Context: an optimization exercise on an open-source flow, tuned for small area, a short achievable clock period and few clock cycles per item. The choices shown serve that exercise and are no tape-out recipe. At most, simulation tests tie the RTL to the original design; equivalence was not proved. The clock port is modelled as an ideal driver; clocking choices that lean on that would not hold on a real chip. No activity file was given, so power comes from the tool's default toggle rates.

== the reference run ==
==> flow/design.v (excerpt) <==
module wb_slave_register #(
    parameter ADDR_WIDTH = 16,
    parameter DATA_WIDTH = 32,
    parameter GRANULE = 8,
    parameter REGISTER_NUM = 16,
    parameter SEL_WIDTH = DATA_WIDTH / GRANULE
) (
    input wire rst_i,
    input wire clk_i,
    input wire [ADDR_WIDTH-1:0] adr_i,
    input wire [DATA_WIDTH-1:0] dat_i,
    output reg [DATA_WIDTH-1:0] dat_o,
    input wire [SEL_WIDTH-1:0] sel_i,
    input wire we_i,
    input wire stb_i,
    output wire ack_o,
    output wire err_o,
    input wire cyc_i
);
For scale: ~1300 cells after synthesis, roughly 91 I/O pins.
export LEC_CHECK = 0
export ABC_CLOCK_PERIOD_IN_PS = 1000
export CAP_MARGIN = 20
export CORE_MARGIN = 2
export CORE_UTILIZATION = 60
export SETUP_SLACK_MARGIN = 2.0
export SLEW_MARGIN = 20
create_clock -name core_clock -period 5.0 [get_ports {clk_i}]
run.sh (not shown) runs the stock make flow with config.mk's settings and CLKGATE_MAP_FILE= SYNTH_SCRIPT=/design/flow/synth_recipe.tcl, a recipe that flattens the netlist after the stock synthesis.
The reference run completed; timing, DRC and antenna clean
Testbench counts of the reference run, summed over its fixed seeds: cycles 9,592, items 4,800.
Changes in the trial run relative to the reference run:
Settings: ABC_CLOCK_PERIOD_IN_PS removed (was 1000).
==> comparison <==
As far as sequential fraction of total cell area goes, the trial run and the reference run are indistinguishable; the numbers are identical.
The reference run and the trial run ended up with roughly the same fmax.
Diff the trial run..the reference run | cell count along the critical path | unchanged

---

## oak
wb_slave_register, a different RTL version from the one above (not shown whole).
Size: about 1,400 cells after synthesis, ~550 flip-flops, ~91 I/O pins, roughly 0.022 sq mm of cells after synthesis.
Settings: LEC_CHECK=0, ABC_CLOCK_PERIOD_IN_PS=1000, CAP_MARGIN=20, CORE_MARGIN=2, CORE_UTILIZATION=60, SETUP_SLACK_MARGIN=2.5, SLEW_MARGIN=20; clock period 5.0 ns.
Input changes introduced in pine (baseline for comparison: oak):
- SETUP_SLACK_MARGIN: 2.5 -> 2.8
### Flow results
When pine is set beside oak, its routed wire length turns out to be 1.6 mm larger.
Average detailed-routed wire length per instance in pine is 2.3% higher than in oak
Relative to oak, maximum number of pins on one net before global-route repair decreased by 16% in pine.
Edits applied to the flow inputs when going from pine to birch:
- changing SETUP_SLACK_MARGIN from 2.8 to 3.0
- removing ABC_CLOCK_PERIOD_IN_PS (formerly 1000)
## What came out
Compared with pine, birch shows a higher part of the total power dissipated in combinational logic. From pine to birch the numbers moved as follows: worst relative slew slack climbed 8.0 points; clock period minus final worst setup slack dropped 0.12 ns; global-route usage climbed 1.5 points; maximum vdd ir drop dropped about 15%; setup slack climbed 0.12 ns. Compared with pine, birch shows multi-input combinational cell count that has gone up slightly. Compared with pine, in birch actual transition at the worst max-transition pin went down, logic depth of the worst path, buffers included went down.
No functional check of the RTL was part of any run of this note.

---

wb_slave_register, a different RTL version from the one above (not shown whole).
Size in the first run: about 1200 cells after synthesis, roughly 550 flip-flops, about 91 I/O pins, roughly 20000 µm² of cells after synthesis.
clock: 5.0 ns
lec_check: 0
cap_margin: 20
core_margin: 2
core_utilization: 60
cts_buf_list: sky130_fd_sc_hd__clkbuf_4 sky130_fd_sc_hd__clkbuf_8
cts_cluster_diameter: 50
cts_cluster_size: 12
setup_slack_margin: 3.05
slew_margin: 20
Testbench counts at the start, summed over its fixed seeds: cycles 14,392, items 4,800.
Edit:
==> flow/flow/run.sh (new file) <==
#!/bin/bash
# The standard layout, with one change after clock tree synthesis: the tree's
# root buffer, which drives only the few buffers of the tree's first level,
# is removed and the clock port drives those buffers directly. Every
# register's clock still goes through the same number of buffers of the
# tree, so the skew between registers is unchanged.
set -euo pipefail
res=orfs/results/${FLOW_PLATFORM}/wb_slave_register/base
bash standard.sh cts > flow_1_to_cts.log 2>&1
openroad -no_init -exit flow/unroot.tcl > flow_2_unroot.log 2>&1
bash standard.sh finish > flow_3_to_finish.log 2>&1
==> flow/flow/unroot.tcl (new file) <==
set odb_file orfs/results/$::env(FLOW_PLATFORM)/wb_slave_register/base/4_cts.odb
read_db $odb_file
set block [ord::get_db_block]
set clk_net [$block findNet clk_i]
set loads [$clk_net getITerms]
if {[llength $loads] != 1} {
  puts "clk_i drives [llength $loads] cell pins; nothing changed"
  exit 0
}
set root [[lindex $loads 0] getInst]
set master [[$root getMaster] getName]
if {![string match "sky130_fd_sc_hd__clkbuf_*" $master]} {
  puts "clk_i drives $master; nothing changed"
  exit 0
}
set out_net [[$root findITerm X] getNet]
set sinks {}
foreach it [$out_net getITerms] {
  if {[$it getInst] != $root} { lappend sinks $it }
}
if {[llength $sinks] > 4} {
  puts "root buffer drives [llength $sinks] pins; nothing changed"
  exit 0
}
puts "removing [$root getName] ($master), moving [llength $sinks] pins to clk_i"
foreach it $sinks {
  $it disconnect
  $it connect $clk_net
  puts "  [[$it getInst] getName]/[[$it getMTerm] getName]"
}
[$root findITerm A] disconnect
odb::dbInst_destroy $root
odb::dbNet_destroy $out_net
write_db $odb_file
puts "done"
==> flow/standard.sh (new file) <==
#!/bin/bash
# synth_recipe.tcl (not shown) runs the flow's synth.tcl, then flattens the netlist and writes it again
# the make line also repeats each setting of config.mk as NAME=value (left out here)
make -C /OpenROAD-flow-scripts/flow DESIGN_CONFIG=/design/flow/config.mk WORK_HOME=/design/flow/orfs CLKGATE_MAP_FILE= SYNTH_SCRIPT=/design/flow/synth_recipe.tcl "${@:-finish}"
CTS_BUF_LIST = sky130_fd_sc_hd__clkbuf_8   (was sky130_fd_sc_hd__clkbuf_4 sky130_fd_sc_hd__clkbuf_8)
CTS_CLUSTER_DIAMETER = 60   (was 50)
CTS_CLUSTER_SIZE = 16   (was 12)
removed: flow/run.sh
Effect: Global-route usage came out lower by 0.10 points; area after synthesis is unchanged; wire length rises by about a fifth; sequential cell count does not change; via count goes up by roughly a tenth; core utilization rises by 6.0 points; die area stays the same; cell area grows by a little under a tenth.
Edit:
==> flow/run.sh (new file) <==
#!/bin/bash
# synth_recipe.tcl (not shown) runs the flow's synth.tcl, then flattens the netlist and writes it again
# the make line also repeats each setting of config.mk as NAME=value (left out here)
make -C /OpenROAD-flow-scripts/flow DESIGN_CONFIG=/design/flow/config.mk WORK_HOME=/design/flow/orfs CLKGATE_MAP_FILE= SYNTH_SCRIPT=/design/flow/synth_recipe.tcl finish
removed: flow/flow/run.sh
removed: flow/flow/unroot.tcl
removed: flow/standard.sh
Effect:
- synthesized area does not change
- die area does not change
- design area fell by 6.9%
- clock-buffer cell count rises by 1
- wire length drops by 14%
- power went down by 2.3%
- global-route usage rises by 0.12 points
- via count shrinks by 7.7%
Edit:
CORE_UTILIZATION = 75   (was 60)
Via count came out higher by 6.1%.
Global-route usage came out higher by 4.5 points.
Cell area came out lower by 2.0%.
Setup slack loses 42 ps.
Power came out higher by 0.79%.
Clock power came out higher by about 3%.
Worst hold slack barely changes.
Die area came out lower by 20%.
Core utilization came out higher by 17 points.
Clock-buffer cell count came out lower by 1.
Routed wire length came out higher by 1.3%.
Edit:
CORE_UTILIZATION = 60   (was 75)
SETUP_SLACK_MARGIN = 2.9   (was 3.05)
=> Worst hold slack loses 9.5 ps; total power goes down slightly; synthesized cell count does not change; register-to-register slack gets better by 60 ps; maximum frequency falls by a few percent; via count goes down by a little under a tenth.
Edit:
==> flow/flow/run.sh (new file) <==
#!/bin/bash
# The standard layout, with the port buffers that buffer_ports inserts made
# from the smallest plain buffer instead of the delay buffer it picks by
# default; the resizer upsizes the ones on critical paths as usual.
set -euo pipefail
export BUFFER_PORTS_ARGS="-buffer_cell sky130_fd_sc_hd__buf_1"
bash standard.sh finish > standard_flow.log 2>&1
==> flow/standard.sh (new file) <==
#!/bin/bash
# synth_recipe.tcl (not shown) runs the flow's synth.tcl, then flattens the netlist and writes it again
# the make line also repeats each setting of config.mk as NAME=value (left out here)
make -C /OpenROAD-flow-scripts/flow DESIGN_CONFIG=/design/flow/config.mk WORK_HOME=/design/flow/orfs CLKGATE_MAP_FILE= SYNTH_SCRIPT=/design/flow/synth_recipe.tcl "${@:-finish}"
SETUP_SLACK_MARGIN = 3.05   (was 2.9)
removed: flow/run.sh
Via count increases by 8.2%.
Core utilization increases by 5.4 points.
First-iteration DRC count came out higher by 10%.
Global-route usage climbs by 2.6 points.
Area after synthesis is unchanged.
Worst setup slack gains 35 ps.
Maximum frequency came out higher by 1.6%.

==> static timing again, ports no longer ideal <==
The results above use ideal ports. As a check the final layouts listed here were re-extracted and re-timed, cells and wires unchanged.
Step 1, drivers: a clkbuf_16 drives clk_i and a buf_2 each remaining input, both assumed.
Step 2, shift: input delay + t, output delay - t, t = (earliest + latest rising clock arrival at the registers) / 2. This alone moves slack from input paths to output paths.
a / b / c = ideal ports / drivers / drivers and shift; a / b = the first two.
| run | shift t [ns] | setup slack, ns | worst register clock-pin slew, ns | worst slew at a driven data input, ns | pins driven straight from the clock port |
|---|---|---|---|---|---|
| the reference run | 0.642 | 1.265 / 0.924 / 0.924 | 0.07 / 0.07 | 0.40 | 1 |
| the trial run | 0.642 | 1.265 / 0.924 / 0.924 | 0.07 / 0.07 | 0.40 | 1 |
| oak | 0.621 | 2.512 / 2.444 / 1.823 | 0.07 / 0.07 | 0.14 | 1 |
| pine | 0.639 | 2.777 / 2.746 / 2.107 | 0.06 / 0.06 | 0.10 | 1 |
| birch | 0.651 | 2.896 / 2.840 / 2.199 | 0.06 / 0.06 | 0.26 | 1 |
| the first run of note 3 | 0.646 | 2.935 / 2.884 / 2.373 | 0.09 / 0.09 | 0.10 | 1 |
| the second run of note 3 | 0.484 | 2.879 / 2.815 / 2.331 | 0.12 / 0.12 | 0.21 | 4 |
| the third run of note 3 | 0.622 | 2.958 / 2.905 / 2.364 | 0.11 / 0.11 | 0.10 | 1 |
| the fourth run of note 3 | 0.639 | 2.916 / 2.865 / 2.358 | 0.12 / 0.12 | 0.08 | 1 |
| the fifth run of note 3 | 0.619 | 2.849 / 2.878 / 2.259 | 0.11 / 0.11 | 0.04 | 1 |
| the sixth run of note 3 | 0.628 | 2.884 / 2.866 / 2.238 | 0.11 / 0.11 | 0.11 | 1 |
After both steps setup and hold are still met in every run listed. For birch, which loses most, drivers alone change the setup slack by -0.056 ns; drivers and shift together by -0.697 ns.
